From an optimization exercise on the open Yosys and OpenROAD flow, aimed at small area, a short achievable clock period and few clock cycles per item; shortcuts taken in it are not production practice. The RTL was checked by simulation tests, not by an equivalence proof against the original design. Power is estimated from default activity; no workload was simulated.

Design pm32, start of the top module:
module pm32 (
    input  logic          clk,
    input  logic          rst,
    input  logic          start,
    input  logic [31:0]   mc,
    input  logic [31:0]   mp,
    output logic [63:0]   p,
    output logic          done,
    input  logic          op  
);
    always_ff @(posedge clk or posedge rst) begin
        if (rst)
            done <= 1'b0;
        else if (start)
            done <= 1'b1;
    end
    logic [15:0] ng, nx, onen, twon;
    logic [32:0] mpx;
    assign mpx = {mp, 1'b0};
    genvar j, i;
    generate
        for (j = 0; j < 16; j++) begin : gen_enc
            assign nx[j]  = mpx[2*j+2];
            ENG  e0 (.c(mpx[2*j+2]), .a(mpx[2*j+1]), .b(mpx[2*j]), .y(ng[j]));
            EONE e1 (.a(mpx[2*j+1]), .b(mpx[2*j]), .y(onen[j]));
            ETWO e2 (.c(mpx[2*j+2]), .a(mpx[2*j+1]), .b(mpx[2*j]), .y(twon[j]));
        end
    endgenerate
    logic [32:0] m;
    assign m = {mc[31], mc};
    logic [33:0] z0;
    logic [32:0] pp0;
    assign z0[0] = ~nx[0];
    logic [33:0] z1;
    logic [32:0] pp1;
    assign z1[0] = ~nx[1];
    logic [33:0] z2;
    logic [32:0] pp2;
    assign z2[0] = ~nx[2];
    logic [33:0] z3;
    logic [32:0] pp3;
    assign z3[0] = ~nx[3];
    logic [33:0] z4;
    logic [32:0] pp4;
    assign z4[0] = ~nx[4];
    logic [33:0] z5;
    logic [32:0] pp5;
    assign z5[0] = ~nx[5];
    logic [33:0] z6;
    logic [32:0] pp6;
    assign z6[0] = ~nx[6];
    logic [33:0] z7;
    logic [32:0] pp7;
    assign z7[0] = ~nx[7];
    logic [33:0] z8;
    logic [32:0] pp8;
    assign z8[0] = ~nx[8];
  ...
Size: about 2500 cells after synthesis, about 140 flip-flops, ~130 I/O pins, about 0.026 mm² of cells after synthesis.
clock: 5.0 ns
lec_check: 0
cap_margin: 20
core_margin: 2
core_utilization: 40
place_density: 0.8
setup_slack_margin: 0.45
slew_margin: 20
synth_hierarchical: 1
standard.sh (not shown) runs the stock make flow with config.mk's settings and CLKGATE_MAP_FILE= SYNTH_SCRIPT=/design/flow/synth_recipe.tcl, a recipe that flattens the netlist after the stock synthesis.
==> flow/flow/run.sh <==
#!/bin/bash
# The standard layout, with the port buffers chosen here instead of by
# buffer_ports itself (it picks a slow delay buffer on sky130hd): buf_4 on the
# inputs, which feed the multiplier's wide fanout, and buf_1 on the outputs.
set -euo pipefail
export DONT_BUFFER_PORTS=1
export PRE_GLOBAL_PLACE_TCL="$PWD/flow/ports.tcl"
export POST_GLOBAL_PLACE_TCL="$PWD/flow/ports_post.tcl"
bash standard.sh > standard.log 2>&1
==> flow/flow/ports.tcl <==
# Sourced by ORFS's global_place.tcl before placement (DONT_BUFFER_PORTS=1
# skips its own buffer_ports call): every input and output port gets a buffer.
# They are kept from remove_buffers, which runs next, by dont_touch until
# placement is done (ports_post.tcl).
buffer_ports -inputs -buffer_cell sky130_fd_sc_hd__buf_4
buffer_ports -outputs -buffer_cell sky130_fd_sc_hd__buf_1
set port_bufs [concat [get_cells input*] [get_cells output*]]
puts "port buffers: [llength $port_bufs]"
set_dont_touch $port_bufs
==> flow/flow/ports_post.tcl <==
# Sourced by ORFS's global_place.tcl after placement: the port buffers may be
# resized again from here on.
set port_bufs [concat [get_cells input*] [get_cells output*]]
puts "port buffers after placement: [llength $port_bufs]"
unset_dont_touch $port_bufs
The first run completed with no timing, DRC or antenna violations.
Testbench counts at the start, summed over its fixed seeds: cycles 1,600, items 1,600.
Change:
- SETUP_SLACK_MARGIN: 0.45 -> 0.75
=> Worst setup slack improves by 0.24 ns. Die area is unchanged. Cell area came out higher by 8.5%. Hold slack degrades by 0.0050 ns. Clock skew is unchanged. Power came out higher by 14%. Cell count came out higher by 2.8%. Global-route usage came out higher by 1.2 points. First-iteration DRC count came out higher by 35%.
Change:
- PLACE_DENSITY: 0.8 -> default
- SETUP_SLACK_MARGIN: 0.75 -> default
Clock-buffer cell count came out higher by 1; global-route usage is higher by 0.47 points; maximum frequency falls by roughly a tenth; register-to-register slack is about the same; clock power hardly moves; flip-flop and latch count stays the same; die area is unchanged; worst setup slack is worse by 0.58 ns.
Change:
- PLACE_DENSITY: default -> 0.8
- SETUP_SLACK_MARGIN: default -> 0.6
Effect:
- routed wire length climbs by 1.9%
- sequential cell count stays the same
- count of clock-buffer cells in the layout is lower by 1
Change:
--- a/flow/flow/run.sh
+++ b/flow/flow/run.sh
@@ -2,5 +2,5 @@
 # The standard layout, with the port buffers chosen here instead of by
 # buffer_ports itself (it picks a slow delay buffer on sky130hd): buf_4 on the
-# inputs, which feed the multiplier's wide fanout, and buf_1 on the outputs.
+# inputs, which feed the multiplier's wide fanout, and on the outputs.
 set -euo pipefail
 export DONT_BUFFER_PORTS=1
--- a/flow/flow/ports.tcl
+++ b/flow/flow/ports.tcl
@@ -4,5 +4,5 @@
 # placement is done (ports_post.tcl).
 buffer_ports -inputs -buffer_cell sky130_fd_sc_hd__buf_4
-buffer_ports -outputs -buffer_cell sky130_fd_sc_hd__buf_1
+buffer_ports -outputs -buffer_cell sky130_fd_sc_hd__buf_4
 set port_bufs [concat [get_cells input*] [get_cells output*]]
 puts "port buffers: [llength $port_bufs]"
What happened:
- total power is higher by a few percent
- setup slack gains 0.042 ns
- wire length is about the same
- hold slack gains 0.0046 ns
- via count stays flat
- core utilization is about the same
- final cell count is lower slightly
- non-clock buffer count is lower by 10
- first-iteration DRC count is higher by a few percent
- register-to-register slack gains 0.02 ns

[what the ideal ports hide]
No port has a modelled driver above. Below, the same layouts with a new extraction and two added sets of constraints. Step 1 (the two cells are an assumption about what drives the block):
set clk [get_ports {clk}]
set_driving_cell -lib_cell sky130_fd_sc_hd__clkbuf_16 $clk
set_driving_cell -lib_cell sky130_fd_sc_hd__buf_2 [delete_from_list [all_inputs] $clk]
Step 2 times the ports against the registers' clock, not the clock port: input delays grow and output delays shrink by t, the midpoint of the rising clock arrivals with the driver on. Three values: ideal, step 1, step 2; two values: the first two.
| run | t (ns) | setup WS [ns] | worst setup path at the end | slew at the worst register clock pin (ns) | cell pins on the clock port's net |
|---|---|---|---|---|---|
| the first run | 0.505 | 0.404 / 0.437 / -0.068 | input to register | 0.09 / 0.09 | 1 |
| the second run | 0.522 | 0.648 / 0.610 / 0.112 | input to register | 0.08 / 0.08 | 1 |
| the third run | 0.536 | 0.063 / 0.007 / 0.056 | input to register | 0.09 / 0.09 | 1 |
| the fourth run | 0.518 | 0.592 / 0.560 / 0.106 | input to register | 0.08 / 0.08 | 1 |
| the fifth run | 0.516 | 0.634 / 0.595 / 0.144 | input to register | 0.08 / 0.08 | 1 |
With both steps, setup timing fails in the first run, where it was met with ideal ports. The setup slack of the second run, which loses most, moves by -0.038 ns with the drivers and by -0.536 ns with both steps.
